What follows belongs to an exercise in optimizing a design on an open flow for small area, a short achievable clock period and few clock cycles per item; a production flow would make more cautious choices. At most, simulation tests tie the RTL to the original design; equivalence was not proved. The RTL of run 4 was laid out without a check of its function. The clock port is modelled as an ideal driver; clocking choices that lean on that would not hold on a real chip. Power is estimated from default activity; no workload was simulated.

--- design/flow/design.v ---
module main(
    input clk, rst, start,
    input [3:0] ip,
    output reg [59:0] ans,
    output reg finish
    );
    function automatic ge4(input [3:0] x, input [3:0] y);
        reg r;
        integer j;
        begin
            r = 1'b1;
            for (j = 0; j < 4; j = j + 1)
                r = (x[j] ^ y[j]) ? x[j] : r;
            ge4 = r;
        end
    endfunction
    function automatic gek(input [6:0] x, input [6:0] k);
        reg r;
        integer j;
        begin
            r = 1'b1;
            for (j = 0; j < 7; j = j + 1)
                r = k[j] ? (x[j] & r) : (x[j] | r);
            gek = r;
        end
    endfunction
    reg [3:0]  d;       
    localparam [6:0] B = 7'd26;
    reg [6:0]  cnt;     
    reg        busy;    
    reg [47:0] s;       
    reg [11:0] v;       
    wire [11:0] keep, frz;
    genvar i;
    generate
        for (i = 0; i < 12; i = i + 1) begin : pos
            assign frz[i]  = gek(cnt, B + 90 + i);
            assign keep[i] = frz[i] | (v[i] & ge4(s[4*i+:4], d));
        end
    endgenerate
    wire [11:0] vn = {keep[10:0], 1'b1};
    wire [11:0] wr = vn & ~keep;
    wire rot  = busy & gek(cnt, B + 86);
    wire addx = gek(cnt, B + 89);
    wire [11:0] sel;
    generate
        for (i = 0; i < 12; i = i + 1) begin : sl
            assign sel[i] = cnt == B + 89 + i;
        end
    endgenerate
    reg  [3:0] ss;
    reg        sv;
    integer k;
    always @(*) begin
        ss = 4'd0;
        sv = 1'b0;
        for (k = 0; k < 12; k = k + 1) begin
            ss = ss | (s[4*k+:4] & {4{sel[k]}});
            sv = sv | (v[k] & sel[k]);
        end
    end
    wire [3:0] x = (sv & ge4(ss, d)) ? ss : (d & {4{addx}});
    wire [3:0] a = ans[59:56];
    wire [4:0] sd;
    wire [4:0] c;
    assign c[0] = 1'b0;
    genvar j;
    generate
        for (j = 0; j < 4; j = j + 1) begin : rc
            assign sd[j] = a[j] ^ x[j] ^ c[j];
            assign c[j+1] = (a[j] & x[j]) | (c[j] & (a[j] ^ x[j]));
        end
    endgenerate
    assign sd[4] = c[4];
    wire [3:0] h = sd[4:1];
    wire cout = h[3] | (h[2] & (h[1] | h[0]));
    wire [3:0] lo = {h[3] ? (h[0] ? 3'b100 : 3'b011) :
                     cout ? {1'b0, h[1] & h[0], h[1] & ~h[0]} : h[2:0], sd[0]};
    wire [13:0] en;
    assign en[0] = 1'b1;
    generate
        for (i = 0; i < 13; i = i + 1) begin : ch
            assign en[i+1] = en[i] & ans[4*i+3] & ans[4*i];
        end
    endgenerate
    wire [13:0] inc = {14{cout}} & en & {frz[10:0], 3'b111};
    wire [59:0] turned;
    assign turned[3:0] = lo;
    generate
        for (i = 1; i < 15; i = i + 1) begin : tn
            wire [3:0] q = ans[4*(i-1)+:4];
            wire t = inc[i-1];
            wire t0 = t & q[0];
            assign turned[4*i]   = q[0] ^ t;
            assign turned[4*i+1] = q[1] ^ (t0 & ~q[3]);
            assign turned[4*i+2] = q[2] ^ (t0 & q[1]);
            assign turned[4*i+3] = q[3] ^ (t0 & (q[3] | (q[2] & q[1])));
        end
    endgenerate
    always @(posedge clk) begin
        d <= ip;
        if (rst) ans <= 60'd0;
        else if (rot) ans <= turned;
        finish <= rst | (finish ? !start : (cnt == B + 7'd100));
        busy <= !rst & (busy ? (cnt != B + 7'd100) : (finish & start));
        cnt <= busy ? cnt + 7'd1 : B;
        v <= (cnt == B) ? 12'd0 : vn;
        for (k = 0; k < 12; k = k + 1)
            if (wr[k]) s[4*k+:4] <= d;
    end
endmodule
--- design/flow/flow/run.sh ---
#!/bin/bash
# The standard layout with three changes: plain buf_1 cells as the port
# buffers, the flip-flops that drive the outputs one size up, and the
# timing repair after global routing aimed at its worst path, past the
# 25 ns constraint.
set -euo pipefail
export BUFFER_PORTS_ARGS="-buffer_cell sky130_fd_sc_hd__buf_1"
export REMOVE_ABC_BUFFERS=1
export CTS_ARGS="-sink_clustering_enable -repair_clock_nets -sink_clustering_size 30 -sink_clustering_max_diameter 100 -buf_list sky130_fd_sc_hd__clkbuf_8 -root_buf sky130_fd_sc_hd__clkbuf_16 -dont_use_dummy_load"
export PRE_RESIZE_TCL="$PWD/flow/upsize_out.tcl"
bash standard.sh cts > standard_cts.log 2>&1
export SETUP_SLACK_MARGIN=19.1
export TNS_END_PERCENT=0
bash standard.sh > standard.log 2>&1
--- design/flow/flow/upsize_out.tcl ---
# Hook run before the resize step: the flip-flops that drive output ports
# through their port buffers get a stronger drive (same function, same cell
# type, larger size), to speed up the paths to the outputs.
set n 0
foreach p [get_ports *] {
  if {[get_property $p direction] != "output"} { continue }
  set net [get_nets [get_name $p]]
  foreach pin [get_pins -of_objects $net -filter "direction==output"] {
    set buf [get_cells -of_objects $pin]
    foreach in [get_pins -of_objects $buf -filter "direction==input"] {
      set n2 [get_nets -of_objects $in]
      foreach dp [get_pins -of_objects $n2 -filter "direction==output"] {
        set ff [get_cells -of_objects $dp]
        if {[get_property $ff ref_name] == "sky130_fd_sc_hd__dfxtp_1"} {
          replace_cell $ff sky130_fd_sc_hd__dfxtp_2
          incr n
        }
      }
    }
  }
}
puts "upsize_out: $n output flip-flops upsized"
--- design/flow/standard.sh ---
#!/bin/bash
# synth_recipe.tcl (not shown) runs the flow's synth.tcl, then flattens the netlist and writes it again
# the make line also repeats each setting of config.mk as NAME=value (left out here)
make -C /OpenROAD-flow-scripts/flow DESIGN_CONFIG=/design/flow/config.mk WORK_HOME=/design/flow/orfs CLKGATE_MAP_FILE= SYNTH_SCRIPT=/design/flow/synth_recipe.tcl "${@:-finish}"
--- design/flow/config.mk ---
export PLATFORM = sky130hd
export DESIGN_NAME = main
export DESIGN_NICKNAME = main
export VERILOG_FILES = /design/flow/design.v
export SDC_FILE = /design/flow/constraint.sdc
export NUM_CORES = 4
export LEC_CHECK = 0
export ABC_AREA = 1
export CAP_MARGIN = 20
export CORE_MARGIN = 2
export CORE_UTILIZATION = 40
export CTS_BUF_LIST = sky130_fd_sc_hd__clkbuf_8
export CTS_CLUSTER_DIAMETER = 100
export CTS_CLUSTER_SIZE = 30
export SLEW_MARGIN = 20
--- design/flow/constraint.sdc ---
create_clock -name core_clock -period 25.0 [get_ports {clk}]
set_input_delay 5.0000 -clock core_clock [delete_from_list [all_inputs] [get_ports {clk}]]
set_output_delay 5.0000 -clock core_clock [all_outputs]
set_load 0.01 [all_outputs]
==> impl_metrics.yaml, run 1 <==
logic_synthesis:
  ys_seq_elements: 133
  synthCells: 810
  synth_top_area_share_pct: 25.5
  async_flop_share_pct: 0
  yosys_warnings: 1
  synth_enable_flop_cells: 48
  mappedNetlistArea_um2: 6660
  postSynthAreaPerCell_um2: 8.22
  ys_dominant_reg_cell: "sky130_fd_sc_hd__dfxtp_1"
  netlist_top_cells_area: "sky130_fd_sc_hd__dfxtp_1 26%, sky130_fd_sc_hd__edfxtp_1 22%, sky130_fd_sc_hd__nand2_1 7.9%"
  synthDominantAreaCellType: "sky130_fd_sc_hd__dfxtp_1"
  synth.lib_cells_used.distinct: 42
  synth_sequential_area_ratio_pct: 47.2
die:
  fp.coreArea_um2: 16400
  initial_utilization_pct: 40.6
  row_count: 47
  num_io_pins: 68
  die-width_um: 133
  die_area_um2: 17700
  die_y_um: 133
timing:
  timing.fmax_ghz: 0.168
  layout_min_cycle_time_ns: 5.94
  rsz0062_at_grt: "yes"
  final.setup_skew_ns: 0.0226
  post-route-period-util_pct: 23.8
  worst_hold_slack_ns: 0.479
  timing_hold_violations_final: 0
  finalSetupViolations: 0
  setup_tns_ns: 0
  max_slew.worst_pin.slew_ns: 0.986
  timing.final.max_slew_violations: 0
  timing.max_slew.rel_slack_pct: 34.2
setup_path:
  timing.critical_path.slowest_cell_delay_ns: 0.38
  cpLargestDelayFamily: "flip-flops"
  worstPathBufferInverterCount: 1
  worst_setup_path_start_kind: "register"
  worstSetupPathType: "reg2out"
  crit_required_ns: 20.00
  path_cells: "buf_1"
  timing.critical_path.to_type: "output pin"
  crit_arrival_ns: 0.94
  cp_max_fo: 4
  critical_path.slowest_cell: "sky130_fd_sc_hd__dfxtp_2"
placement:
  place_congestion: 0.868
  dpl.hpwl_um: 11500
  numPortBuffers: 67
global_route:
  grt_first_pass_wirelength_um: 26100
  grt_remaining_overflow: 0
  via_count_of_the_first_global_routing_pass: 5134
  antenna_found_initial: 0
  gr-usage-all-layers_pct: 18.8
  grt_start_max_net_pins: 63
routing:
  postRouteAntennaNets: 0
  detail_route.vias_per_cell: 5.11
  route.final.wire_length_um: 16500
  route.detailed.drc: 0
  drtIter0Drc: 351
  first_pass_iters: 5
  detail_route.wl_per_cell_um: 15.2
  detailroute.via_count: 5557
final_layout:
  fillCellCount: 1656
  num_antenna_cells: 0
  area_delta_synth_final_pct: 11.8
  final_net_count: 901
  drive_gt1_share_pct: 14.6
clock_tree:
  clk_latency_ns: 0.37
  tritoncts_num_sinks: 133
  clock_tree.htree_level_count: 4
  clock_path_buffers: 2
  cts_tree: "yes"
  tritoncts.num_buffers: 17
  path_clk_slew_ns: 0.07
  cts_root_buf: "sky130_fd_sc_hd__clkbuf_16"
pwr:
  power_per_cell_area_nw_per_um2: 51.3
  power_uw: 382
  leak_uw: 0.00293
  vdd.ir_drop.worst_mv: 0.0348
status:
  status: "finished clean"
run:
  maxCapViolCount: 0
hold_path:
  hold_class: "reg2reg"
==> metal layers <==
layer  track usage (%)  part of all wire (%)  vias to the layer above
met3              3.64                   3.6                       18
li1                  -                     -                     2859
met2              30.3                    47                      109
met5                 0                     0                        -
met1              25.0                    48                     2571
met4              7.11                   1.8                        0
==> synth_stat cells (2+ instances only) <==
| library cell | count |
|---|---|
| sky130_fd_sc_hd__buf_1 | 2 |
| sky130_fd_sc_hd__nand3_2 | 8 |
| sky130_fd_sc_hd__fa_1 | 3 |
| sky130_fd_sc_hd__inv_1 | 52 |
| sky130_fd_sc_hd__nor2_1 | 138 |
| sky130_fd_sc_hd__dfxtp_1 | 85 |
| sky130_fd_sc_hd__a211oi_1 | 26 |
| sky130_fd_sc_hd__maj3_1 | 10 |
| sky130_fd_sc_hd__nor2_2 | 10 |
| sky130_fd_sc_hd__xor2_1 | 14 |
| sky130_fd_sc_hd__a221oi_1 | 2 |
| sky130_fd_sc_hd__nand2_4 | 2 |
| sky130_fd_sc_hd__buf_2 | 5 |
| sky130_fd_sc_hd__nor2_4 | 8 |
| sky130_fd_sc_hd__nand4_1 | 5 |
| sky130_fd_sc_hd__nand2_2 | 3 |
| sky130_fd_sc_hd__clkinv_1 | 2 |
| sky130_fd_sc_hd__inv_2 | 5 |
| sky130_fd_sc_hd__nand2_1 | 140 |
| sky130_fd_sc_hd__ha_1 | 21 |
| sky130_fd_sc_hd__a31oi_1 | 10 |
| sky130_fd_sc_hd__clkbuf_1 | 21 |
| sky130_fd_sc_hd__a21oi_1 | 66 |
| sky130_fd_sc_hd__o22ai_1 | 12 |
| sky130_fd_sc_hd__and3_1 | 3 |
| sky130_fd_sc_hd__edfxtp_1 | 48 |
| sky130_fd_sc_hd__nor3_1 | 16 |
| sky130_fd_sc_hd__o21ai_0 | 39 |
| sky130_fd_sc_hd__xnor2_1 | 2 |
| sky130_fd_sc_hd__o21ai_1 | 4 |
| sky130_fd_sc_hd__nand3_1 | 34 |
| sky130_fd_sc_hd__nor4_1 | 4 |
==> metrics by stage <==
| step | util, % | setup WS, ns | cell area (µm²) | cells |
|---|---|---|---|---|
| 6_report | 45.4 | 19.06 | 7450 | 1088 |
| 5_1_grt | 45.4 | 19.01 | 7450 | 1088 |
| 4_1_cts | 45.2 | 18.98 | 7410 | 1087 |
| 3_5_place_dp | 43.7 | 18.68 | 7160 | 1070 |
| 3_3_place_gp | 43.2 | 18.71 | 7090 | 1070 |
| 2_1_floorplan | - | 19.44 | 6530 | 780 |
==> cells by family after synthesis <==
group	share of synthesized area, %
AO/OA/AOI/OAI	14.0
adder cells (fa/ha/maj)	6.35
AND/OR/NAND/NOR	25.0
flip-flops	47.2
XOR/XNOR	2.10
buffers and inverters	5.37
==> layout make-up <==
type | count | area [µm²] | share of cell area [%]
flip-flops and latches | 133 | 3220 | 43.2
multi-input cells | 587 | 3180 | 42.8
repair buffers | 70 | 279 | 3.75
well taps | 220 | 275 | 3.70
clock buffers | 17 | 245 | 3.29
inverters | 60 | 238 | 3.19
repair inverters | 1 | 7.51 | 0.101
==> cell usage in the layout, fill, tap and decap left out, types with 21 or more instances in the layout <==
master,count
sky130_fd_sc_hd__nand3_1,34
sky130_fd_sc_hd__o21ai_0,39
sky130_fd_sc_hd__edfxtp_1,48
sky130_fd_sc_hd__nand2_1,140
sky130_fd_sc_hd__ha_1,21
sky130_fd_sc_hd__buf_1,66
sky130_fd_sc_hd__a211oi_1,26
sky130_fd_sc_hd__inv_1,51
sky130_fd_sc_hd__dfxtp_1,24
sky130_fd_sc_hd__nor2_1,138
sky130_fd_sc_hd__dfxtp_2,61
sky130_fd_sc_hd__a21oi_1,66
==> flip-flops by register name, indices dropped and copies added, names as in the netlist <==
name and count:
busy 1, cnt 7, d 4, ans 60, s 48, v 12
finish 1
==> repair_timing <==
| item | in CTS | in global routing |
|---|---|---|
| endpoints found under the setup margin | 0 | 112 |
| hold buffers | 0 | 0 |
| resized for setup | 0 | 9 |
| buffers inserted | 0 | 0 |
==> power breakdown <==
part | internal, µW | total, µW | leakage, µW | switching [µW]
clock | 63.9 | 134 | 0.000127 | 70.1
combinational | 5.11 | 16.7 | 0.00165 | 11.6
sequential | 227 | 231 | 0.00116 | 3.82
total | 296 | 382 | 0.00293 | 85.5
==> path summary, 6_finish.rpt <==
check | end | from | cells after the start | slack (ns)
setup / recovery | ans[54] | ans[54] | 1 | 19.06
setup reg to reg | ans[29] | d[2] | 23 | 19.61
hold reg to reg | cnt[0] | cnt[0] | 1 | 0.48
hold / removal | cnt[0] | cnt[0] | 1 | 0.48
Testbench counts, summed over its fixed seeds: cycles 19,584, lines 192.
==> inputs of run 2 (changes only) <==
--- a/design/flow/flow/run.sh
+++ b/design/flow/flow/run.sh
@@ -10,5 +10,5 @@
 export PRE_RESIZE_TCL="$PWD/flow/upsize_out.tcl"
 bash standard.sh cts > standard_cts.log 2>&1
-export SETUP_SLACK_MARGIN=19.1
+export SETUP_SLACK_MARGIN=19.2
 export TNS_END_PERCENT=0
 bash standard.sh > standard.log 2>&1
==> impl_metrics.yaml, run 2 <==
logic_synthesis:
  async_flop_share_pct: 0
  postSynthAreaPerCell_um2: 8.22
  synth.lib_cells_used.distinct: 42
  mappedNetlistArea_um2: 6660
  synth_most_common_cell: "sky130_fd_sc_hd__nand2_1"
  netlist_top_cells_area: "sky130_fd_sc_hd__dfxtp_1 26%, sky130_fd_sc_hd__edfxtp_1 22%, sky130_fd_sc_hd__nand2_1 7.9%"
  yosys_warnings: 1
  synthDominantAreaCellType: "sky130_fd_sc_hd__dfxtp_1"
  synth_enable_flop_cells: 48
  ys_dominant_reg_cell: "sky130_fd_sc_hd__dfxtp_1"
  ys_seq_elements: 133
  synth_sequential_area_ratio_pct: 47.2
  synth_top_area_share_pct: 25.5
  synthCells: 810
  post_synth_most_frequent_cells: "140 x sky130_fd_sc_hd__nand2_1, 138 x sky130_fd_sc_hd__nor2_1, 85 x sky130_fd_sc_hd__dfxtp_1"
final_layout:
  final_net_count: 936
  most_common_library_cell_in_the_layout_ignoring_fill_and_taps: "sky130_fd_sc_hd__nand2_1"
  largest_register_ff_count: 60
  fillCellCount: 1609
  num_antenna_cells: 0
  fin_cells: 1123
  largestRegisters: "ans: 60 flops, s: 48 flops, v: 12 flops"
  area_delta_synth_final_pct: 19.9
  drive_gt1_share_pct: 24.7
  largest_register: "ans"
  top_library_cells_by_usage_in_the_layout_fill_and_taps_aside: "140 x sky130_fd_sc_hd__nand2_1, 138 x sky130_fd_sc_hd__nor2_1, 66 x sky130_fd_sc_hd__a21oi_1"
die:
  die_area_um2: 17700
  fp.coreArea_um2: 16400
  initial_utilization_pct: 40.6
  row_count: 47
  num_io_pins: 68
  die_y_um: 133
  die-width_um: 133
routing:
  detailroute.via_count: 5767
  drtIter0Drc: 337
  detail_route.vias_per_cell: 5.14
  route.final.wire_length_um: 17100
  first_pass_iters: 5
  postRouteAntennaNets: 0
  detail_route.wl_per_cell_um: 15.2
  route.detailed.drc: 0
timing:
  timing.fmax_ghz: 0.171
  layout_min_cycle_time_ns: 5.86
  timing.final.ws_setup_ns: 19.14
  timing_hold_violations_final: 0
  worst_hold_slack_ns: 0.477
  finalSetupViolations: 0
  timing.max_slew.rel_slack_pct: 35.0
  post-route-period-util_pct: 23.4
  rsz0062_at_grt: "yes"
  setup_tns_ns: 0
  max_slew.worst_pin.slew_ns: 0.973
  timing.final.max_slew_violations: 0
  final.setup_skew_ns: 0.0237
run:
  maxCapViolCount: 0
setup_path:
  worst_setup_path_start_kind: "register"
  crit_arrival_ns: 0.86
  cpLargestDelayFamily: "flip-flops"
  timing.critical_path.slowest_cell_delay_ns: 0.36
  timing.critical_path.to_type: "output pin"
  cp_max_fo: 2
  worstSetupPathType: "reg2out"
  crit_required_ns: 20.00
  critical_path.slowest_cell: "sky130_fd_sc_hd__dfxtp_4"
  path_cells: "buf_2"
  worstPathBufferInverterCount: 1
clock_tree:
  clock_tree.htree_level_count: 4
  cts_root_buf: "sky130_fd_sc_hd__clkbuf_16"
  cts_tree: "yes"
  clk_latency_ns: 0.37
  path_clk_slew_ns: 0.08
  tritoncts_num_sinks: 133
  tritoncts.num_buffers: 17
  clock_path_buffers: 2
global_route:
  antenna_found_initial: 0
  grt_remaining_overflow: 0
  grt_first_pass_wirelength_um: 26100
  gr-usage-all-layers_pct: 18.8
  via_count_of_the_first_global_routing_pass: 5134
  grt_start_max_net_pins: 63
hold_path:
  hold_class: "reg2reg"
placement:
  dpl_worst_slack_ns: 18.68
  numPortBuffers: 67
  dp.cells: 1070
  dpl.hpwl_um: 11500
  place_congestion: 0.868
pwr:
  power_uw: 380
  leak_uw: 0.00337
  power_per_cell_area_nw_per_um2: 47.6
  vdd.ir_drop.worst_mv: 0.0350
status:
  status: "finished clean"
==> run 2: path summary, 6_finish.rpt <==
kind / start / endpoint / slack (ns) / cells after the start
worst max-delay path: ans[52] / ans[52] / 19.14 / 1
worst min-delay path: cnt[0] / cnt[0] / 0.48 / 1
worst max register to register: cnt[1] / ans[29] / 19.69 / 31
worst min register to register: cnt[0] / cnt[0] / 0.48 / 1
==> run 2: layout make-up <==
cell class                      count  area [µm²]  area share (%)
Timing Repair Buffer              104         761            9.53
Multi-Input combinational cell    587        3190            39.9
Timing Repair inverter              2        12.5           0.157
Tap cell                          220         275            3.45
Clock buffer                       17         245            3.07
Inverter                           60         240            3.01
Sequential cell                   133        3260            40.9
==> run 2: kinds of logic after synthesis <==
family,Yosys count,share of synthesized area [%]
xor+xnor,16,2.10
simple gates,374,25.0
buf+inv,90,5.37
compound gates,163,14.0
fa+ha+maj,34,6.35
flops,133,47.2
==> run 2: where the power goes <==
part | leakage, µW | switching (µW) | internal (µW)
Combinational | 0.00208 | 11.8 | 5.31
Sequential | 0.00116 | 3.82 | 225
Clock | 0.000127 | 70.1 | 63.9
==> run 2: metrics by stage <==
stage | util, % | area, µm²
after global routing | 48.7 | 7990
after CTS | 45.2 | 7410
after global placement | 43.2 | 7090
after floorplan | - | 6530
after detailed placement | 43.7 | 7160
final | 48.7 | 7990
==> run 2: per-layer routing <==
metal	share of wire, %	GRT usage, %	up-vias
met4	1.9	7.11	0
met1	47	25.0	2697
met3	3.9	3.64	18
met2	47	30.3	124
li1	-	-	2928
met5	0	0	-
==> run 2: timing repair <==
action	in CTS	in global routing
resized for setup	0	150
hold buffers	0	0
setup endpoints to repair	0	121
setup buffers	0	34
==> inputs of run 3 (changes only) <==
==> design/flow/flow/run.sh (replaced) <==
#!/bin/bash
# The standard layout with three changes: plain buf_1 cells as the port
# buffers, the flip-flops that drive the outputs one size up, and the
# timing repair after global routing aimed at its worst path, past the
# 25 ns constraint.
set -euo pipefail
export BUFFER_PORTS_ARGS="-buffer_cell sky130_fd_sc_hd__buf_1"
export REMOVE_ABC_BUFFERS=1
export CTS_ARGS="-sink_clustering_enable -repair_clock_nets -sink_clustering_size 30 -sink_clustering_max_diameter 100 -buf_list sky130_fd_sc_hd__clkbuf_8 -dont_use_dummy_load"
export PRE_RESIZE_TCL="$PWD/flow/upsize_out.tcl"
bash standard.sh cts > standard_cts.log 2>&1
export SETUP_SLACK_MARGIN=19.0
export TNS_END_PERCENT=0
bash standard.sh > standard.log 2>&1
==> impl_metrics.yaml, run 3 <==
final_layout:
  fillCellCount: 1661
  largest_register_ff_count: 60
  final_net_count: 900
  most_common_library_cell_in_the_layout_ignoring_fill_and_taps: "sky130_fd_sc_hd__nand2_1"
  top_library_cells_by_usage_in_the_layout_fill_and_taps_aside: "140 x sky130_fd_sc_hd__nand2_1, 138 x sky130_fd_sc_hd__nor2_1, 66 x sky130_fd_sc_hd__a21oi_1, 66 x sky130_fd_sc_hd__buf_1, 61 x sky130_fd_sc_hd__dfxtp_2"
  drive_gt1_share_pct: 14.4
  largestRegisters: "ans: 60 flops, s: 48 flops, v: 12 flops"
  final_core_utilization_pct: 45.2
  area_delta_synth_final_pct: 11.4
  largest_register: "ans"
  fin_cells: 1087
  num_antenna_cells: 0
routing:
  detail_route.wl_per_cell_um: 15.1
  postRouteAntennaNets: 0
  detailroute.via_count: 5539
  route.detailed.drc: 0
  detail_route.vias_per_cell: 5.10
  first_pass_iters: 5
  highest_layer: "met4"
  drtIter0Drc: 353
  met3_length_um: 569
  wl_met2_um: 7610
  detail_route.wirelength.met1_um: 7920
  route.final.wire_length_um: 16400
setup_path:
  cpLargestDelayFamily: "flip-flops"
  crit_arrival_ns: 1.02
  worstPathBufferInverterCount: 1
  cp_max_fo: 4
  timing.critical_path.to_type: "output pin"
  path_cells: "buf_1"
  critical_path.slowest_cell: "sky130_fd_sc_hd__dfxtp_2"
  crit_required_ns: 20.00
  worst_setup_path_start_kind: "register"
  worstSetupPathType: "reg2out"
  timing.critical_path.slowest_cell_delay_ns: 0.38
clock_tree:
  clock_path_buffers: 2
  cts.hold.buffers_added: 0
  clock_tree.htree_level_count: 4
  path_clk_slew_ns: 0.08
  cts_tree: "yes"
  cts_root_buf: "sky130_fd_sc_hd__clkbuf_8"
  tritoncts.num_buffers: 17
  tritoncts_num_sinks: 133
  clk_latency_ns: 0.44
timing:
  final.setup_skew_ns: 0.0227
  layout_min_cycle_time_ns: 6.02
  timing_hold_violations_final: 0
  timing.max_slew.rel_slack_pct: 34.5
  rsz0062_at_grt: "yes"
  max_slew.worst_pin.slew_ns: 0.981
  post-route-period-util_pct: 24.1
  setup_tns_ns: 0
  timing.final.max_slew_violations: 0
  worst_hold_slack_ns: 0.478
  finalSetupViolations: 0
  timing.fmax_ghz: 0.166
logic_synthesis:
  postSynthAreaPerCell_um2: 8.22
  synthDominantAreaCellType: "sky130_fd_sc_hd__dfxtp_1"
  ys_seq_elements: 133
  synth.lib_cells_used.distinct: 42
  synth_top_area_share_pct: 25.5
  synthCells: 810
  synth_sequential_area_ratio_pct: 47.2
  mappedNetlistArea_um2: 6660
  async_flop_share_pct: 0
  yosys_warnings: 1
  synth_enable_flop_cells: 48
  post_synth_most_frequent_cells: "140 x sky130_fd_sc_hd__nand2_1, 138 x sky130_fd_sc_hd__nor2_1, 85 x sky130_fd_sc_hd__dfxtp_1"
  netlist_top_cells_area: "sky130_fd_sc_hd__dfxtp_1 26%, sky130_fd_sc_hd__edfxtp_1 22%, sky130_fd_sc_hd__nand2_1 7.9%"
  synth_most_common_cell: "sky130_fd_sc_hd__nand2_1"
  ys_dominant_reg_cell: "sky130_fd_sc_hd__dfxtp_1"
global_route:
  grt_remaining_overflow: 0
  antenna_found_initial: 0
  grt_start_max_net_pins: 63
  via_count_of_the_first_global_routing_pass: 5137
  gr-usage-all-layers_pct: 18.8
  grt_first_pass_wirelength_um: 26100
status:
  status: "finished clean"
die:
  die_y_um: 133
  initial_utilization_pct: 40.6
  die-width_um: 133
  die_area_um2: 17700
  fp.coreArea_um2: 16400
  row_count: 47
  num_io_pins: 68
pwr:
  vdd.ir_drop.worst_mv: 0.0282
  leak_uw: 0.00293
  power_per_cell_area_nw_per_um2: 50.8
  power_uw: 377
run:
  maxCapViolCount: 0
placement:
  numPortBuffers: 67
  dpl.hpwl_um: 11500
  place_congestion: 0.868
  dp.cells: 1070
hold_path:
  hold_class: "reg2reg"
-- run 3: area by class of cell --
| type | count | area (µm²) | area share (%) |
|---|---|---|---|
| Sequential cell | 133 | 3220 | 43.4 |
| Multi-Input combinational cell | 587 | 3180 | 42.9 |
| Timing Repair Buffer | 70 | 275 | 3.71 |
| Tap cell | 220 | 275 | 3.71 |
| Clock buffer | 17 | 234 | 3.15 |
| Inverter | 60 | 234 | 3.15 |
-- run 3: cell families after synthesis --
group           Yosys count  synth area share [%]
compound gates          163                  14.0
simple gates            374                  25.0
flops                   133                  47.2
xor+xnor                 16                  2.10
buf+inv                  90                  5.37
fa+ha+maj                34                  6.35
-- run 3: metrics by stage --
| step | setup WS [ns] | area, µm² |
|---|---|---|
| 2_1_floorplan | 19.44 | 6530 |
| 3_3_place_gp | 18.71 | 7090 |
| 3_5_place_dp | 18.68 | 7160 |
| 4_1_cts | 18.94 | 7400 |
| 5_1_grt | 18.93 | 7420 |
| 6_report | 18.98 | 7420 |
-- run 3: repair_timing --
action / 4_1_cts / 5_1_grt
endpoints found under the setup margin: 0 / 94
setup buffers: 0 / 0
gates resized for setup: 0 / 6
-- run 3: path summary, 6_finish.rpt --
check                from      end  slack [ns]  cells after the start
hold reg to reg    cnt[0]   cnt[0]        0.48                      1
hold / removal     cnt[0]   cnt[0]        0.48                      1
setup / recovery  ans[54]  ans[54]       18.98                      1
setup reg to reg     d[2]  ans[49]       19.61                     23
-- run 3: routing by layer --
metal	vias to the layer above	GRT usage, %
met5	-	0
met4	0	7.11
met3	18	3.64
met2	106	30.3
met1	2556	25.0
li1	2859	-
-- run 3: power by group --
part	switching, µW	internal, µW
clock	69.8	59.7
sequential	3.86	227
combinational	11.4	5.00
total	85.1	292
==> inputs of run 4 (changes only) <==
--- a/design/flow/design.v
+++ b/design/flow/design.v
@@ -43,20 +43,28 @@
     wire rot  = busy & gek(cnt, B + 86);
     wire addx = gek(cnt, B + 89);
-    wire [11:0] sel;
+    wire [11:0] nsel;
     generate
         for (i = 0; i < 12; i = i + 1) begin : sl
-            assign sel[i] = cnt == B + 89 + i;
+            assign nsel[i] = cnt == B + 88 + i;
         end
     endgenerate
-    reg  [3:0] ss;
-    reg        sv;
+    reg [3:0] ns;
+    reg       nv, nw;
     integer k;
     always @(*) begin
-        ss = 4'd0;
-        sv = 1'b0;
+        ns = 4'd0;
+        nv = 1'b0;
+        nw = 1'b0;
         for (k = 0; k < 12; k = k + 1) begin
-            ss = ss | (s[4*k+:4] & {4{sel[k]}});
-            sv = sv | (v[k] & sel[k]);
+            ns = ns | (s[4*k+:4] & {4{nsel[k]}});
+            nv = nv | (vn[k] & nsel[k]);
+            nw = nw | (wr[k] & nsel[k]);
         end
+    end
+    reg [3:0] ss;       
+    reg       sv;       
+    always @(posedge clk) begin
+        ss <= nw ? d : ns;
+        sv <= nv;
     end
     wire [3:0] x = (sv & ge4(ss, d)) ? ss : (d & {4{addx}});
@@ -106,6 +114,6 @@
         cnt <= busy ? cnt + 7'd1 : B;
         v <= (cnt == B) ? 12'd0 : vn;
-        for (k = 0; k < 12; k = k + 1)
-            if (wr[k]) s[4*k+:4] <= d;
+        for (integer m = 0; m < 12; m = m + 1)
+            if (wr[m]) s[4*m+:4] <= d;
     end
 endmodule
==> design/flow/flow/run.sh (replaced) <==
#!/bin/bash
# The standard layout with two changes: plain buf_1 cells as the port
# buffers, and the flip-flops that drive the outputs one size up.
set -euo pipefail
export BUFFER_PORTS_ARGS="-buffer_cell sky130_fd_sc_hd__buf_1"
export PRE_RESIZE_TCL="$PWD/flow/upsize_out.tcl"
bash standard.sh > standard.log 2>&1
==> impl_metrics.yaml, run 4 <==
logic_synthesis:
  synth.lib_cells_used.distinct: 47
  synthCells: 927
  synthDominantAreaCellType: "sky130_fd_sc_hd__dfxtp_1"
  synth_top_area_share_pct: 25.0
  postSynthAreaPerCell_um2: 7.77
  netlist_top_cells_area: "sky130_fd_sc_hd__dfxtp_1 25%, sky130_fd_sc_hd__edfxtp_1 20%, sky130_fd_sc_hd__nand2_1 11%"
  synth_sequential_area_ratio_pct: 45.0
  synth_enable_flop_cells: 48
  ys_seq_elements: 138
  mappedNetlistArea_um2: 7210
  post_synth_most_frequent_cells: "213 x sky130_fd_sc_hd__nand2_1, 122 x sky130_fd_sc_hd__nor2_1, 106 x sky130_fd_sc_hd__inv_1"
  synth_most_common_cell: "sky130_fd_sc_hd__nand2_1"
  async_flop_share_pct: 0
  ys_dominant_reg_cell: "sky130_fd_sc_hd__dfxtp_1"
  yosys_warnings: 1
final_layout:
  num_antenna_cells: 0
  largestRegisters: "ans: 60 flops, s: 48 flops, v: 12 flops"
  area_delta_synth_final_pct: 12.6
  fillCellCount: 1800
  largest_register_ff_count: 60
  final_net_count: 1020
  largest_register: "ans"
  final_core_utilization_pct: 45.5
  design_area_um2: 8110
  top_library_cells_by_usage_in_the_layout_fill_and_taps_aside: "213 x sky130_fd_sc_hd__nand2_1, 122 x sky130_fd_sc_hd__nor2_1, 107 x sky130_fd_sc_hd__inv_1"
  most_common_library_cell_in_the_layout_ignoring_fill_and_taps: "sky130_fd_sc_hd__nand2_1"
  drive_gt1_share_pct: 14.2
timing:
  final.setup_skew_ns: 0.0150
  timing.final.max_slew_violations: 0
  layout_min_cycle_time_ns: 6.23
  timing.max_slew.rel_slack_pct: 35.1
  rsz0062_at_grt: "no"
  setup_tns_ns: 0
  finalSetupViolations: 0
  timing_hold_violations_final: 0
  timing.fmax_ghz: 0.161
  max_slew.worst_pin.slew_ns: 0.972
  post-route-period-util_pct: 24.9
clock_tree:
  cts.hold.buffers_added: 0
  clock_tree.htree_level_count: 4
  cts.repair_timing.setup_buffer_count: 0
  clk_latency_ns: 0.45
  clock_path_buffers: 2
  cts_root_buf: "sky130_fd_sc_hd__clkbuf_8"
  tritoncts_num_sinks: 138
  path_clk_slew_ns: 0.08
  post_cts_sizing_count: 0
  tritoncts.num_buffers: 17
  cts_tree: "yes"
placement:
  numPortBuffers: 67
  dpl.hpwl_um: 13600
  detailed_place.area_um2: 7710
  place_congestion: 0.913
routing:
  detail_route.vias_per_cell: 5.06
  route.final.wire_length_um: 18600
  drtIter0Drc: 464
  route.detailed.drc: 0
  postRouteAntennaNets: 0
  first_pass_iters: 5
  detail_route.wl_per_cell_um: 15.1
  detailroute.via_count: 6226
die:
  fp.coreArea_um2: 17800
  die_area_um2: 19100
  row_count: 49
  die_y_um: 138
  die-width_um: 138
  num_io_pins: 68
  initial_utilization_pct: 40.4
pwr:
  power_uw: 448
  vdd.ir_drop.worst_mv: 0.0372
  leak_uw: 0.00352
  power_per_cell_area_nw_per_um2: 55.2
status:
  status: "finished clean"
setup_path:
  cp_max_fo: 41
  r2r_slack_ns: 19.39
  crit_arrival_ns: 6.53
  worstSetupPathType: "in2reg"
  crit_required_ns: 25.30
  worst_setup_path_start_kind: "input port"
  timing.critical_path.to_type: "register"
hold_path:
  hold_class: "reg2reg"
run:
  maxCapViolCount: 0
global_route:
  antenna_found_initial: 1
  via_count_of_the_first_global_routing_pass: 5903
  gr-usage-all-layers_pct: 19.9
  grt_first_pass_wirelength_um: 30700
  grt_start_max_net_pins: 64
  grt_remaining_overflow: 0
## run 4: changes by cell type after synthesis, moves of 6 or more
cell	change
sky130_fd_sc_hd__nand2_1	+73
sky130_fd_sc_hd__inv_1	+54
sky130_fd_sc_hd__o21ai_0	+28
sky130_fd_sc_hd__nor2_1	-16
sky130_fd_sc_hd__maj3_1	-10
sky130_fd_sc_hd__nand3_1	-10
sky130_fd_sc_hd__a31oi_1	-9
sky130_fd_sc_hd__nor2_2	-9
sky130_fd_sc_hd__clkbuf_1	-7
sky130_fd_sc_hd__nand3_2	-6
sky130_fd_sc_hd__o22ai_1	-6
## run 4: report_power, final
part           switching, µW  internal (µW)
clock network           90.9           98.9
registers               2.79            235
logic                   15.0           5.28
## run 4: metal layers
| layer | global-route usage, % | share of wire [%] |
|---|---|---|
| met3 | 4.30 | 4.8 |
| met5 | 0 | 0 |
| met1 | 27.9 | 48 |
| met2 | 31.3 | 46 |
| met4 | 5.85 | 1.7 |
## run 4: metrics by stage
step	setup slack, ns	hold slack [ns]	instances
3_5_place_dp	18.31	0.463	1199
2_1_floorplan	19.32	0.419	927
6_report	18.77	0.482	1231
3_3_place_gp	18.35	0.457	1199
4_1_cts	18.78	0.483	1231
5_1_grt	18.55	0.529	1231
## run 4: critical path, stage by stage
cell and delay (ns):
sky130_fd_sc_hd__clkbuf_2 0.68, sky130_fd_sc_hd__inv_1 0.58, sky130_fd_sc_hd__o21ai_0 0.20, sky130_fd_sc_hd__a21oi_1 0.05
## run 4: cell families (layout without fill, tap and decap cells)
group / count (synthesis) / after routing / synth area share [%]
buf+inv: 145 / 220 / 8.28
xor+xnor: 15 / 15 / 1.82
simple gates: 424 / 424 / 25.7
compound gates: 181 / 181 / 14.7
fa+ha+maj: 24 / 24 / 4.48
flops: 138 / 138 / 45.0
## run 4: area by class of cell
cell class                 instances  area, µm²  area share (%)
sequential                       138       3320            40.9
multi-input combinational        644       3370            41.6
inverter                         116        438            5.40
clock inverter                    15        173            2.13
tap                              229        287            3.53
clock buffer                      17        234            2.88
timing repair buffer              72        290            3.58
## run 4: final timing paths
check | cells past startpoint | to | startpoint
max | 4 | ans[57] | rst
max reg2reg | 25 | ans[29] | d[1]
min | 1 | cnt[0] | cnt[0]
min reg2reg | 1 | cnt[0] | cnt[0]
==> inputs of run 5 (changes only) <==
--- a/design/flow/design.v
+++ b/design/flow/design.v
@@ -43,28 +43,20 @@
     wire rot  = busy & gek(cnt, B + 86);
     wire addx = gek(cnt, B + 89);
-    wire [11:0] nsel;
+    wire [11:0] sel;
     generate
         for (i = 0; i < 12; i = i + 1) begin : sl
-            assign nsel[i] = cnt == B + 88 + i;
+            assign sel[i] = cnt == B + 89 + i;
         end
     endgenerate
-    reg [3:0] ns;
-    reg       nv, nw;
+    reg  [3:0] ss;
+    reg        sv;
     integer k;
     always @(*) begin
-        ns = 4'd0;
-        nv = 1'b0;
-        nw = 1'b0;
+        ss = 4'd0;
+        sv = 1'b0;
         for (k = 0; k < 12; k = k + 1) begin
-            ns = ns | (s[4*k+:4] & {4{nsel[k]}});
-            nv = nv | (vn[k] & nsel[k]);
-            nw = nw | (wr[k] & nsel[k]);
+            ss = ss | (s[4*k+:4] & {4{sel[k]}});
+            sv = sv | (v[k] & sel[k]);
         end
-    end
-    reg [3:0] ss;       
-    reg       sv;       
-    always @(posedge clk) begin
-        ss <= nw ? d : ns;
-        sv <= nv;
     end
     wire [3:0] x = (sv & ge4(ss, d)) ? ss : (d & {4{addx}});
@@ -114,6 +106,6 @@
         cnt <= busy ? cnt + 7'd1 : B;
         v <= (cnt == B) ? 12'd0 : vn;
-        for (integer m = 0; m < 12; m = m + 1)
-            if (wr[m]) s[4*m+:4] <= d;
+        for (k = 0; k < 12; k = k + 1)
+            if (wr[k]) s[4*k+:4] <= d;
     end
 endmodule
==> design/flow/flow/run.sh (replaced) <==
#!/bin/bash
# The standard layout (standard.sh) with these changes:
# - plain buf_1 cells as the port buffers;
# - buffers that Yosys/ABC put in the netlist are removed at floorplan
#   (repair_design adds back what slew and load need);
# - clock tree: clkbuf_16 at the root, clkbuf_8 below, no dummy loads;
# - the flip-flops that drive the outputs one size up (flow/upsize_out.tcl);
# - the timing repair after global routing aimed at its worst path, past
#   the 25 ns constraint (the constraint itself is unchanged).
# Each step's full log is in orfs/logs/; standard.sh's own output goes to
# standard_cts.log and standard.log here.
set -euo pipefail
export BUFFER_PORTS_ARGS="-buffer_cell sky130_fd_sc_hd__buf_1"
export REMOVE_ABC_BUFFERS=1
export CTS_ARGS="-sink_clustering_enable -repair_clock_nets -sink_clustering_size 30 -sink_clustering_max_diameter 100 -buf_list sky130_fd_sc_hd__clkbuf_8 -root_buf sky130_fd_sc_hd__clkbuf_16 -dont_use_dummy_load"
export PRE_RESIZE_TCL="$PWD/flow/upsize_out.tcl"
bash standard.sh cts > standard_cts.log 2>&1
export SETUP_SLACK_MARGIN=19.1
export TNS_END_PERCENT=0
bash standard.sh > standard.log 2>&1
==> impl_metrics.yaml, run 5 <==
logic_synthesis:
  yosys.area_share.xor_xnor_pct: 2.10
  synth_most_common_cell: "sky130_fd_sc_hd__nand2_1"
  yosys.area_share.simple_pct: 25.0
  async_flop_share_pct: 0
  synth_enable_flop_cells: 48
  mappedNetlistArea_um2: 6660
  synth-compound-area-share_pct: 14.0
  synthAdderAreaFrac_pct: 6.35
  muxShareOfSynthArea_pct: 0
  synth_sequential_area_ratio_pct: 47.2
  synthCells: 810
  ys_seq_elements: 133
  synth.lib_cells_used.distinct: 42
  post_synth_most_frequent_cells: "140 x sky130_fd_sc_hd__nand2_1, 138 x sky130_fd_sc_hd__nor2_1, 85 x sky130_fd_sc_hd__dfxtp_1"
  ys_dominant_reg_cell: "sky130_fd_sc_hd__dfxtp_1"
  synth_top_area_share_pct: 25.5
  synthDominantAreaCellType: "sky130_fd_sc_hd__dfxtp_1"
  combinational_family_with_the_most_area_after_synthesis: "simple AND/OR/NAND/NOR gates"
  netlist_top_cells_area: "sky130_fd_sc_hd__dfxtp_1 26%, sky130_fd_sc_hd__edfxtp_1 22%, sky130_fd_sc_hd__nand2_1 7.9%"
  postSynthAreaPerCell_um2: 8.22
  yosys_warnings: 1
routing:
  detail_route.wl_per_cell_um: 15.2
  detailroute.via_count: 5557
  detail_route.vias_per_cell: 5.11
  met3_length_um: 597
  first_pass_iters: 5
  route.detailed.drc: 0
  drtIter0Drc: 351
  detail_route.wirelength.met1_um: 7870
  highest_layer: "met4"
  postRouteAntennaNets: 0
  wl_met2_um: 7720
  route.final.wire_length_um: 16500
setup_path:
  crit_arrival_ns: 0.94
  timing.rr.start: "d[2]"
  timing.critical_path.slowest_cell_delay_ns: 0.38
  worst_setup_path_start_kind: "register"
  r2r_slack_ns: 19.61
  timing.critical_path.to_type: "output pin"
  path_cells: "buf_1"
  worstPathBufferInverterCount: 1
  crit_required_ns: 20.00
  worstRegToRegCells: 23
  crit_start: "ans[54]"
  cp_num_cells: 1
  critical_path.slowest_cell: "sky130_fd_sc_hd__dfxtp_2"
  cpLargestDelayFamily: "flip-flops"
  cp_max_fo: 4
  worstSetupPathType: "reg2out"
global_route:
  antenna_found_initial: 0
  via_count_of_the_first_global_routing_pass: 5134
  grt_remaining_overflow: 0
  grt_first_pass_wirelength_um: 26100
  gr-usage-all-layers_pct: 18.8
  grt_start_max_net_pins: 63
die:
  num_io_pins: 68
  die_y_um: 133
  die-width_um: 133
  fp.coreArea_um2: 16400
  die_area_um2: 17700
  initial_utilization_pct: 40.6
  row_count: 47
final_layout:
  area_delta_synth_final_pct: 11.8
  largest_register_ff_count: 60
  design_area_um2: 7450
  most_common_library_cell_in_the_layout_ignoring_fill_and_taps: "sky130_fd_sc_hd__nand2_1"
  top_library_cells_by_usage_in_the_layout_fill_and_taps_aside: "140 x sky130_fd_sc_hd__nand2_1, 138 x sky130_fd_sc_hd__nor2_1, 66 x sky130_fd_sc_hd__a21oi_1, 66 x sky130_fd_sc_hd__buf_1, 61 x sky130_fd_sc_hd__dfxtp_2"
  largestRegisters: "ans: 60 flops, s: 48 flops, v: 12 flops"
  final_net_count: 901
  num_antenna_cells: 0
  largest_register: "ans"
  drive_gt1_share_pct: 14.6
  final_core_utilization_pct: 45.4
placement:
  numPortBuffers: 67
  detailed_place.area_um2: 7160
  dpl.hpwl_um: 11500
  place_congestion: 0.868
timing:
  setup_tns_ns: 0
  post-route-period-util_pct: 23.8
  rsz0062_at_grt: "yes"
  worst_hold_slack_ns: 0.479
  finalSetupViolations: 0
  timing.final.max_slew_violations: 0
  timing_hold_violations_final: 0
  final.setup_skew_ns: 0.0226
  timing.max_slew.rel_slack_pct: 34.2
  max_slew.worst_pin.slew_ns: 0.986
  layout_min_cycle_time_ns: 5.94
  timing.fmax_ghz: 0.168
hold_path:
  worstHoldPathCells: 1
  worstHoldStart: "cnt[0]"
  hold_class: "reg2reg"
clock_tree:
  tritoncts.num_buffers: 17
  clk_latency_ns: 0.37
  path_clk_slew_ns: 0.07
  tritoncts_num_sinks: 133
  clock_tree.htree_level_count: 4
  cts.hold.buffers_added: 0
  post_cts_sizing_count: 0
  cts_root_buf: "sky130_fd_sc_hd__clkbuf_16"
  cts.repair_timing.setup_buffer_count: 0
  clock_path_buffers: 2
  cts_tree: "yes"
pwr:
  power_per_cell_area_nw_per_um2: 51.3
  leak_uw: 0.00293
  vdd.ir_drop.worst_mv: 0.0348
run:
  maxCapViolCount: 0
status:
  status: "finished clean"
==> run 5: cell types whose count changed in the layout (fill, tap and decap cells not counted), moves of 10 or more <==
cell	change
sky130_fd_sc_hd__nand2_1	-73
sky130_fd_sc_hd__inv_1	-56
sky130_fd_sc_hd__o21ai_0	-28
sky130_fd_sc_hd__nor2_1	+16
sky130_fd_sc_hd__maj3_1	+10
sky130_fd_sc_hd__nand3_1	+10
==> run 5: final cells by class <==
class,count,area [µm²]
Clock buffer,17,245
Fill cell,1656,8960
Inverter,60,238
Multi-Input combinational cell,587,3180
Sequential cell,133,3220
Tap cell,220,275
Timing Repair Buffer,70,279
Timing Repair inverter,1,7.51
==> run 5: power breakdown <==
group,internal [µW],switching (µW)
Sequential,227,3.82
Clock,63.9,70.1
Combinational,5.11,11.6
==> run 5: path summary, 6_finish.rpt <==
check	endpoint
min	cnt[0]
max reg2reg	ans[29]
max	ans[54]
min reg2reg	cnt[0]
==> run 5: metal layers <==
| layer | vias to the layer above | GRT usage (%) |
|---|---|---|
| met1 | 2571 | 25.0 |
| met4 | 0 | 7.11 |
| met3 | 18 | 3.64 |
| met5 | - | 0 |
| met2 | 109 | 30.3 |
| li1 | 2859 | - |
==> run 5: logic make-up (layout without fill, tap and decap cells) <==
kind of cell | count (synthesis) | count (layout)
DFF | 133 | 133
xor gates and xnor gates | 16 | 16
adders and majority gates | 34 | 34
and+or+nand+nor | 374 | 374
buffers and inverters | 90 | 148
AOI/OAI and AO/OA | 163 | 163
==> run 5: per-stage QoR <==
step / total power, µW / worst slack, ns / instances
final: 382 / 19.06 / 1088
after global routing: 396 / 19.01 / 1088
after CTS: 385 / 18.98 / 1087
after detailed placement: 252 / 18.68 / 1070
after global placement: 252 / 18.71 / 1070
after floorplan: 245 / 19.44 / 780
Testbench counts of run 5, summed over its fixed seeds: cycles 19,584, lines 192.
==> inputs of run 6 (changes only) <==
--- a/design/flow/flow/run.sh
+++ b/design/flow/flow/run.sh
@@ -4,5 +4,7 @@
 # - buffers that Yosys/ABC put in the netlist are removed at floorplan
 #   (repair_design adds back what slew and load need);
-# - clock tree: clkbuf_16 at the root, clkbuf_8 below, no dummy loads;
+# - clock tree made by flow/mcts.tcl instead of TritonCTS: the clock port
+#   drives one clkbuf_16, which drives one buffer per group of nearby
+#   flip-flops;
 # - the flip-flops that drive the outputs one size up (flow/upsize_out.tcl);
 # - the timing repair after global routing aimed at its worst path, past
@@ -13,5 +15,7 @@
 export BUFFER_PORTS_ARGS="-buffer_cell sky130_fd_sc_hd__buf_1"
 export REMOVE_ABC_BUFFERS=1
-export CTS_ARGS="-sink_clustering_enable -repair_clock_nets -sink_clustering_size 30 -sink_clustering_max_diameter 100 -buf_list sky130_fd_sc_hd__clkbuf_8 -root_buf sky130_fd_sc_hd__clkbuf_16 -dont_use_dummy_load"
+export MCTS_GROUPS=${MCTS_GROUPS:-5}
+export MCTS_LEAF=${MCTS_LEAF:-sky130_fd_sc_hd__clkbuf_16}
+export PRE_CTS_TCL="$PWD/flow/mcts.tcl"
 export PRE_RESIZE_TCL="$PWD/flow/upsize_out.tcl"
 bash standard.sh cts > standard_cts.log 2>&1
==> design/flow/flow/mcts.tcl (new file) <==
# Hand-made clock tree: the clock port drives one clkbuf_16, which drives
# one buffer per group of nearby flip-flops (groups from k-means on the
# flip-flops' placed locations).
proc mcts_build { ngroups leafbuf } {
  set block [ord::get_db_block]
  set clknet [$block findNet clk]
  set sinks {}
  foreach it [$clknet getITerms] {
    if {[[$it getMTerm] getName] == "CLK"} { lappend sinks $it }
  }
  set pts {}
  foreach it $sinks {
    set inst [$it getInst]
    set b [$inst getBBox]
    lappend pts [list [expr {([$b xMin] + [$b xMax]) / 2}] [expr {([$b yMin] + [$b yMax]) / 2}]]
  }
  set n [llength $pts]
  # k-means, seeded with points spread along the sorted order
  set order [lsort -integer -index 0 [lmap p $pts {lindex $p 0}]]
  set cent {}
  set sorted [lsort -real -index 0 $pts]
  for {set g 0} {$g < $ngroups} {incr g} {
    lappend cent [lindex $sorted [expr {int(($g + 0.5) * $n / $ngroups)}]]
  }
  for {set iter 0} {$iter < 30} {incr iter} {
    set asg {}
    foreach p $pts {
      set best 0; set bd 1e30
      for {set g 0} {$g < $ngroups} {incr g} {
        set c [lindex $cent $g]
        set dd [expr {abs([lindex $p 0] - [lindex $c 0]) + abs([lindex $p 1] - [lindex $c 1])}]
        if {$dd < $bd} { set bd $dd; set best $g }
      }
      lappend asg $best
    }
    set newc {}
    for {set g 0} {$g < $ngroups} {incr g} {
      set sx 0; set sy 0; set k 0
      foreach p $pts a $asg { if {$a == $g} { incr sx [lindex $p 0]; incr sy [lindex $p 1]; incr k } }
      if {$k == 0} { lappend newc [lindex $cent $g] } else { lappend newc [list [expr {$sx / $k}] [expr {$sy / $k}]] }
    }
    set cent $newc
  }
  set master16 [[ord::get_db] findMaster sky130_fd_sc_hd__clkbuf_16]
  set master8 [[ord::get_db] findMaster $leafbuf]
  set rootnet [odb::dbNet_create $block clknet_root]
  $rootnet setSigType CLOCK
  set root [odb::dbInst_create $block $master16 clkbuf_root]
  set rx 0; set ry 0
  foreach c $cent { incr rx [lindex $c 0]; incr ry [lindex $c 1] }
  $root setLocation [expr {$rx / $ngroups}] [expr {$ry / $ngroups}]
  $root setPlacementStatus PLACED
  [$root findITerm A] connect $clknet
  [$root findITerm X] connect $rootnet
  for {set g 0} {$g < $ngroups} {incr g} {
    set net [odb::dbNet_create $block clknet_leaf_$g]
    $net setSigType CLOCK
    set buf [odb::dbInst_create $block $master8 clkbuf_leaf_$g]
    set c [lindex $cent $g]
    $buf setLocation [lindex $c 0] [lindex $c 1]
    $buf setPlacementStatus PLACED
    [$buf findITerm A] connect $rootnet
    [$buf findITerm X] connect $net
    foreach it $sinks a $asg {
      if {$a == $g} { $it disconnect; $it connect $net }
    }
  }
  puts "mcts: $n sinks in $ngroups groups"
}

# Run as the PRE_CTS hook: build the tree, then have TritonCTS leave its
# nets alone (the clock port's net now has a single sink and is skipped).
mcts_build $::env(MCTS_GROUPS) $::env(MCTS_LEAF)
set mcts_nets {clknet_root}
for {set g 0} {$g < $::env(MCTS_GROUPS)} {incr g} { lappend mcts_nets clknet_leaf_$g }
set_cts_config -skip_nets $mcts_nets
==> impl_metrics.yaml, run 6 <==
setup_path:
  timing.critical_path.to_type: "output pin"
  crit_required_ns: 20.00
  worst_setup_path_start_kind: "register"
  path_cells: "buf_1"
  crit_arrival_ns: 0.93
  cpLargestDelayFamily: "flip-flops"
  timing.critical_path.slowest_cell_delay_ns: 0.39
  critical_path.slowest_cell: "sky130_fd_sc_hd__dfxtp_2"
  cp_max_fo: 4
  worstPathBufferInverterCount: 1
  worstSetupPathType: "reg2out"
die:
  row_count: 47
  num_io_pins: 68
  die_y_um: 133
  die-width_um: 133
  fp.coreArea_um2: 16400
  initial_utilization_pct: 40.6
  die_area_um2: 17700
clock_tree:
  clk_latency_ns: 0.36
  path_clk_slew_ns: 0.10
  cts.repair_timing.setup_buffer_count: 0
final_layout:
  fillCellCount: 1666
  drive_gt1_share_pct: 13.5
  top_library_cells_by_usage_in_the_layout_fill_and_taps_aside: "140 x sky130_fd_sc_hd__nand2_1, 138 x sky130_fd_sc_hd__nor2_1, 66 x sky130_fd_sc_hd__a21oi_1, 66 x sky130_fd_sc_hd__buf_1, 61 x sky130_fd_sc_hd__dfxtp_2"
  final_net_count: 890
  num_antenna_cells: 0
  final_core_utilization_pct: 44.8
  largest_register: "ans"
  largestRegisters: "ans: 60 flops, s: 48 flops, v: 12 flops"
  area_delta_synth_final_pct: 10.4
  largest_register_ff_count: 60
  most_common_library_cell_in_the_layout_ignoring_fill_and_taps: "sky130_fd_sc_hd__nand2_1"
routing:
  route.final.wire_length_um: 16400
  postRouteAntennaNets: 0
  detailroute.via_count: 5505
  detail_route.wl_per_cell_um: 15.2
  route.detailed.drc: 0
  drtIter0Drc: 337
  first_pass_iters: 5
  detail_route.vias_per_cell: 5.11
logic_synthesis:
  synth_top_area_share_pct: 25.5
  synth_enable_flop_cells: 48
  synth-compound-area-share_pct: 14.0
  post_synth_most_frequent_cells: "140 x sky130_fd_sc_hd__nand2_1, 138 x sky130_fd_sc_hd__nor2_1, 85 x sky130_fd_sc_hd__dfxtp_1"
  ys_dominant_reg_cell: "sky130_fd_sc_hd__dfxtp_1"
  yosys.area_share.xor_xnor_pct: 2.10
  async_flop_share_pct: 0
  synthAdderAreaFrac_pct: 6.35
  synth.lib_cells_used.distinct: 42
  muxShareOfSynthArea_pct: 0
  synthDominantAreaCellType: "sky130_fd_sc_hd__dfxtp_1"
  netlist_top_cells_area: "sky130_fd_sc_hd__dfxtp_1 26%, sky130_fd_sc_hd__edfxtp_1 22%, sky130_fd_sc_hd__nand2_1 7.9%"
  synth_most_common_cell: "sky130_fd_sc_hd__nand2_1"
  synth_sequential_area_ratio_pct: 47.2
  yosys_warnings: 1
  ys_seq_elements: 133
  yosys.area_share.simple_pct: 25.0
  combinational_family_with_the_most_area_after_synthesis: "simple AND/OR/NAND/NOR gates"
  postSynthAreaPerCell_um2: 8.22
  mappedNetlistArea_um2: 6660
  synthCells: 810
pwr:
  clkPwrFrac_pct: 30.6
  share_seq_of_total_power_pct: 64.7
  comb_power_share_pct: 4.7
  leak_uw: 0.00288
  cellInternalPower_uw: 276
  power_uw: 357
  netSwitchingPower_uw: 80.8
  power_per_cell_area_nw_per_um2: 48.5
  switching_share_pct: 22.7
  vdd.ir_drop.worst_mv: 0.0299
timing:
  final.setup_skew_ns: 0.0187
  layout_min_cycle_time_ns: 5.93
  timing.final.ws_setup_ns: 19.07
  timing.max_slew.rel_slack_pct: 33.2
  timing_hold_violations_final: 0
  timing.final.max_slew_violations: 0
  max_slew.worst_pin.slew_ns: 1.00
  timing.fmax_ghz: 0.169
  finalSetupViolations: 0
  worst_hold_slack_ns: 0.484
  setup_tns_ns: 0
  post-route-period-util_pct: 23.7
  rsz0062_at_grt: "yes"
global_route:
  grt_start_max_net_pins: 63
  grt_first_pass_wirelength_um: 25800
  gr-usage-all-layers_pct: 17.6
  grt_remaining_overflow: 0
  via_count_of_the_first_global_routing_pass: 5059
  antenna_found_initial: 0
run:
  maxCapViolCount: 0
hold_path:
  hold_class: "reg2reg"
placement:
  numPortBuffers: 67
  dpl_worst_slack_ns: 18.68
  dpl.hpwl_um: 11500
  place_congestion: 0.868
status:
  status: "finished clean"
## run 6: cell types whose count changed in the layout (fill, tap and decap cells not counted)
cell / previous run / this run
sky130_fd_sc_hd__clkbuf_8: 16 / 0
sky130_fd_sc_hd__clkbuf_16: 1 / 6
## run 6: metrics by stage
step	std cells	area, µm²
2_1_floorplan	780	6530
3_3_place_gp	1070	7090
3_5_place_dp	1070	7160
4_1_cts	1076	7310
5_1_grt	1077	7350
6_report	1077	7350
## run 6: area by class of cell
type	count	area (µm²)	area share [%]
Sequential cell	133	3220	43.8
Multi-Input combinational cell	587	3180	43.3
Timing Repair Buffer	70	279	3.79
Tap cell	220	275	3.74
Inverter	60	238	3.23
Buffer	6	150	2.04
Timing Repair inverter	1	7.51	0.102
## run 6: power groups by stage
stage                     Clock, µW  Combinational (µW)  Sequential, µW
after detailed placement          0                16.4             236
after floorplan                   0                10.7             234
after CTS                      80.4                16.4             236
final                           109                16.7             231
after global placement            0                16.2             236
after global routing            119                18.6             231
## run 6: cells by family (layout without fill, tap and decap cells)
logic type,after synthesis,count (layout)
DFF,133,133
and+or+nand+nor,374,374
xor gates and xnor gates,16,16
buffers and inverters,90,137
adders and majority gates,34,34
AOI/OAI and AO/OA,163,163
## run 6: path summary, 6_finish.rpt
path             end  depth (start not counted)  startpoint  slack (ns)
max reg2reg  ans[49]                         23        d[2]       19.61
min reg2reg   cnt[0]                          1      cnt[0]        0.48
max          ans[54]                          1     ans[54]       19.07
min           cnt[0]                          1      cnt[0]        0.48
## run 6: routing by layer
metal	routed length (µm)	global-route usage [%]
met5	0	0
met4	284	2.93
met3	468	1.23
met2	7680	29.8
met1	7980	25.1
## run 6: timing repair
action,in CTS,in global routing
setup endpoints to repair,0,118
gates resized for setup,0,9
hold buffers,0,0
==> inputs of run 7 (changes only) <==
--- a/design/flow/flow/run.sh
+++ b/design/flow/flow/run.sh
@@ -15,5 +15,5 @@
 export BUFFER_PORTS_ARGS="-buffer_cell sky130_fd_sc_hd__buf_1"
 export REMOVE_ABC_BUFFERS=1
-export MCTS_GROUPS=${MCTS_GROUPS:-5}
+export MCTS_GROUPS=${MCTS_GROUPS:-6}
 export MCTS_LEAF=${MCTS_LEAF:-sky130_fd_sc_hd__clkbuf_16}
 export PRE_CTS_TCL="$PWD/flow/mcts.tcl"
==> impl_metrics.yaml, run 7 <==
status:
  status: "finished clean"
placement:
  detailed_place.area_um2: 7160
  numPortBuffers: 67
  place_congestion: 0.868
  dpl.hpwl_um: 11500
final_layout:
  area_delta_synth_final_pct: 11.1
  largestRegisters: "ans: 60 flops, s: 48 flops, v: 12 flops"
  drive_gt1_share_pct: 14.4
  final_net_count: 892
  num_antenna_cells: 0
  largest_register: "ans"
  most_common_library_cell_in_the_layout_ignoring_fill_and_taps: "sky130_fd_sc_hd__nand2_1"
  fillCellCount: 1659
  largest_register_ff_count: 60
  top_library_cells_by_usage_in_the_layout_fill_and_taps_aside: "140 x sky130_fd_sc_hd__nand2_1, 138 x sky130_fd_sc_hd__nor2_1, 66 x sky130_fd_sc_hd__a21oi_1"
  design_area_um2: 7400
  final_core_utilization_pct: 45.1
logic_synthesis:
  synth_sequential_area_ratio_pct: 47.2
  synth_enable_flop_cells: 48
  post_synth_most_frequent_cells: "140 x sky130_fd_sc_hd__nand2_1, 138 x sky130_fd_sc_hd__nor2_1, 85 x sky130_fd_sc_hd__dfxtp_1"
  synth.lib_cells_used.distinct: 42
  async_flop_share_pct: 0
  mappedNetlistArea_um2: 6660
  ys_dominant_reg_cell: "sky130_fd_sc_hd__dfxtp_1"
  ys_seq_elements: 133
  synth_most_common_cell: "sky130_fd_sc_hd__nand2_1"
  yosys_warnings: 1
  synthDominantAreaCellType: "sky130_fd_sc_hd__dfxtp_1"
  synthCells: 810
  netlist_top_cells_area: "sky130_fd_sc_hd__dfxtp_1 26%, sky130_fd_sc_hd__edfxtp_1 22%, sky130_fd_sc_hd__nand2_1 7.9%"
  synth_top_area_share_pct: 25.5
  postSynthAreaPerCell_um2: 8.22
routing:
  route.detailed.drc: 0
  route.final.wire_length_um: 16500
  detail_route.wl_per_cell_um: 15.3
  drtIter0Drc: 340
  first_pass_iters: 7
  detail_route.vias_per_cell: 5.14
  postRouteAntennaNets: 0
  detailroute.via_count: 5549
die:
  fp.coreArea_um2: 16400
  die_area_um2: 17700
  row_count: 47
  die-width_um: 133
  die_y_um: 133
  initial_utilization_pct: 40.6
  num_io_pins: 68
pwr:
  power_per_cell_area_nw_per_um2: 49.1
  leak_uw: 0.00291
  comb_power_share_pct: 4.6
  vdd.ir_drop.worst_mv: 0.0296
  cellInternalPower_uw: 282
  power_uw: 364
  netSwitchingPower_uw: 81.6
  share_seq_of_total_power_pct: 63.3
  switching_share_pct: 22.4
  clkPwrFrac_pct: 32.0
timing:
  timing.final.max_slew_violations: 0
  timing.max_slew.rel_slack_pct: 34.0
  layout_min_cycle_time_ns: 5.91
  timing.fmax_ghz: 0.169
  setup_tns_ns: 0
  finalSetupViolations: 0
  rsz0062_at_grt: "yes"
  final.setup_skew_ns: 0.0310
  worst_hold_slack_ns: 0.499
  post-route-period-util_pct: 23.6
  timing_hold_violations_final: 0
  max_slew.worst_pin.slew_ns: 0.988
run:
  maxCapViolCount: 0
global_route:
  grt_first_pass_wirelength_um: 25900
  via_count_of_the_first_global_routing_pass: 5092
  grt_start_max_net_pins: 63
  grt_remaining_overflow: 0
  gr-usage-all-layers_pct: 17.7
  antenna_found_initial: 0
setup_path:
  timing.critical_path.to_type: "output pin"
  critical_path.slowest_cell: "sky130_fd_sc_hd__dfxtp_4"
  crit_required_ns: 20.00
  crit_arrival_ns: 0.91
  timing.critical_path.slowest_cell_delay_ns: 0.39
  cpLargestDelayFamily: "flip-flops"
  worstSetupPathType: "reg2out"
  worstPathBufferInverterCount: 1
  cp_max_fo: 6
  path_cells: "buf_1"
  worst_setup_path_start_kind: "register"
hold_path:
  hold_class: "reg2reg"
clock_tree:
  clk_latency_ns: 0.37
  path_clk_slew_ns: 0.10
-- run 7: cell counts after synthesis --
Identical to the previous run, type by type.
-- run 7: final timing paths --
kind         startpoint       to  slack, ns  depth (start not counted)
max              ans[3]   ans[3]      19.09                          1
max reg2reg        d[3]  ans[49]      19.64                         21
min              cnt[0]   cnt[0]       0.50                          1
min reg2reg      cnt[0]   cnt[0]       0.50                          1
-- run 7: layout make-up --
type | count | area [µm²] | area share (%)
Buffer | 7 | 175 | 2.37
Tap cell | 220 | 275 | 3.72
Inverter | 60 | 238 | 3.21
Sequential cell | 133 | 3230 | 43.6
Timing Repair Buffer | 70 | 285 | 3.85
Multi-Input combinational cell | 587 | 3190 | 43.1
Timing Repair inverter | 2 | 12.5 | 0.169
-- run 7: logic make-up (layout without fill, tap and decap cells) --
logic type,count (synthesis),in the layout,share of synthesized area (%)
buf+inv,90,139,5.37
simple gates,374,374,25.0
compound gates,163,163,14.0
flops,133,133,47.2
xor+xnor,16,16,2.10
fa+ha+maj,34,34,6.35
-- run 7: through the flow --
step,cells,setup slack (ns)
2_1_floorplan,780,19.44
3_3_place_gp,1070,18.71
3_5_place_dp,1070,18.68
4_1_cts,1077,18.69
5_1_grt,1079,19.05
6_report,1079,19.09
-- run 7: routing by layer --
metal | global-route usage, % | vias to the layer above | wire length, µm
met5 | 0 | - | 0
met2 | 29.8 | 99 | 7770
met1 | 25.3 | 2589 | 7850
met3 | 1.34 | 15 | 671
met4 | 2.87 | 0 | 242
li1 | - | 2846 | -
-- run 7: power groups by stage --
stage / clock [µW] / combinational [µW] / sequential [µW]
after floorplan: 0 / 10.7 / 234
after global placement: 0 / 16.2 / 236
after detailed placement: 0 / 16.4 / 236
after CTS: 88.4 / 16.5 / 236
after global routing: 127 / 18.8 / 231
final: 116 / 16.9 / 230
-- run 7: timing repair --
item / 4_1_cts / 5_1_grt
gates resized for setup: 0 / 19
buffers inserted: 0 / 0
hold buffers: 0 / 0
setup endpoints to repair: 0 / 111

-- re-timing with driven ports --
The flow's constraints put no driver on any port. The routed layouts listed below were extracted and timed again, unchanged, in two steps.
Step 1: set_driving_cell puts a clkbuf_16 on clk and a buf_2 on each other input, an assumption about the parent block.
Step 2 times the ports against the registers' clock, not the clock port: input delays grow and output delays shrink by t, the midpoint of the rising clock arrivals with the driver on.
Three values: no drivers, after step 1, after step 2; two values: the first two.
| run | t (ns) | setup slack, ns | worst setup path at the end |
|---|---|---|---|
| run 1 | 0.398 | 19.057 / 19.016 / 18.872 | input to register |
| run 2 | 0.401 | 19.138 / 19.097 / 18.846 | input to register |
| run 3 | 0.468 | 18.985 / 18.948 / 18.671 | input to register |
| run 4 | 0.475 | 18.773 / 18.789 / 18.315 | input to register |
| run 5 | 0.398 | 19.057 / 19.016 / 18.872 | input to register |
| run 6 | 0.400 | 19.071 / 19.025 / 18.884 | input to register |
| run 7 | 0.395 | 19.092 / 19.048 / 18.882 | input to register |
After both steps setup and hold are still met in every run listed. For run 4, which loses most, drivers alone change the setup slack by +0.016 ns; drivers and shift together by -0.458 ns.
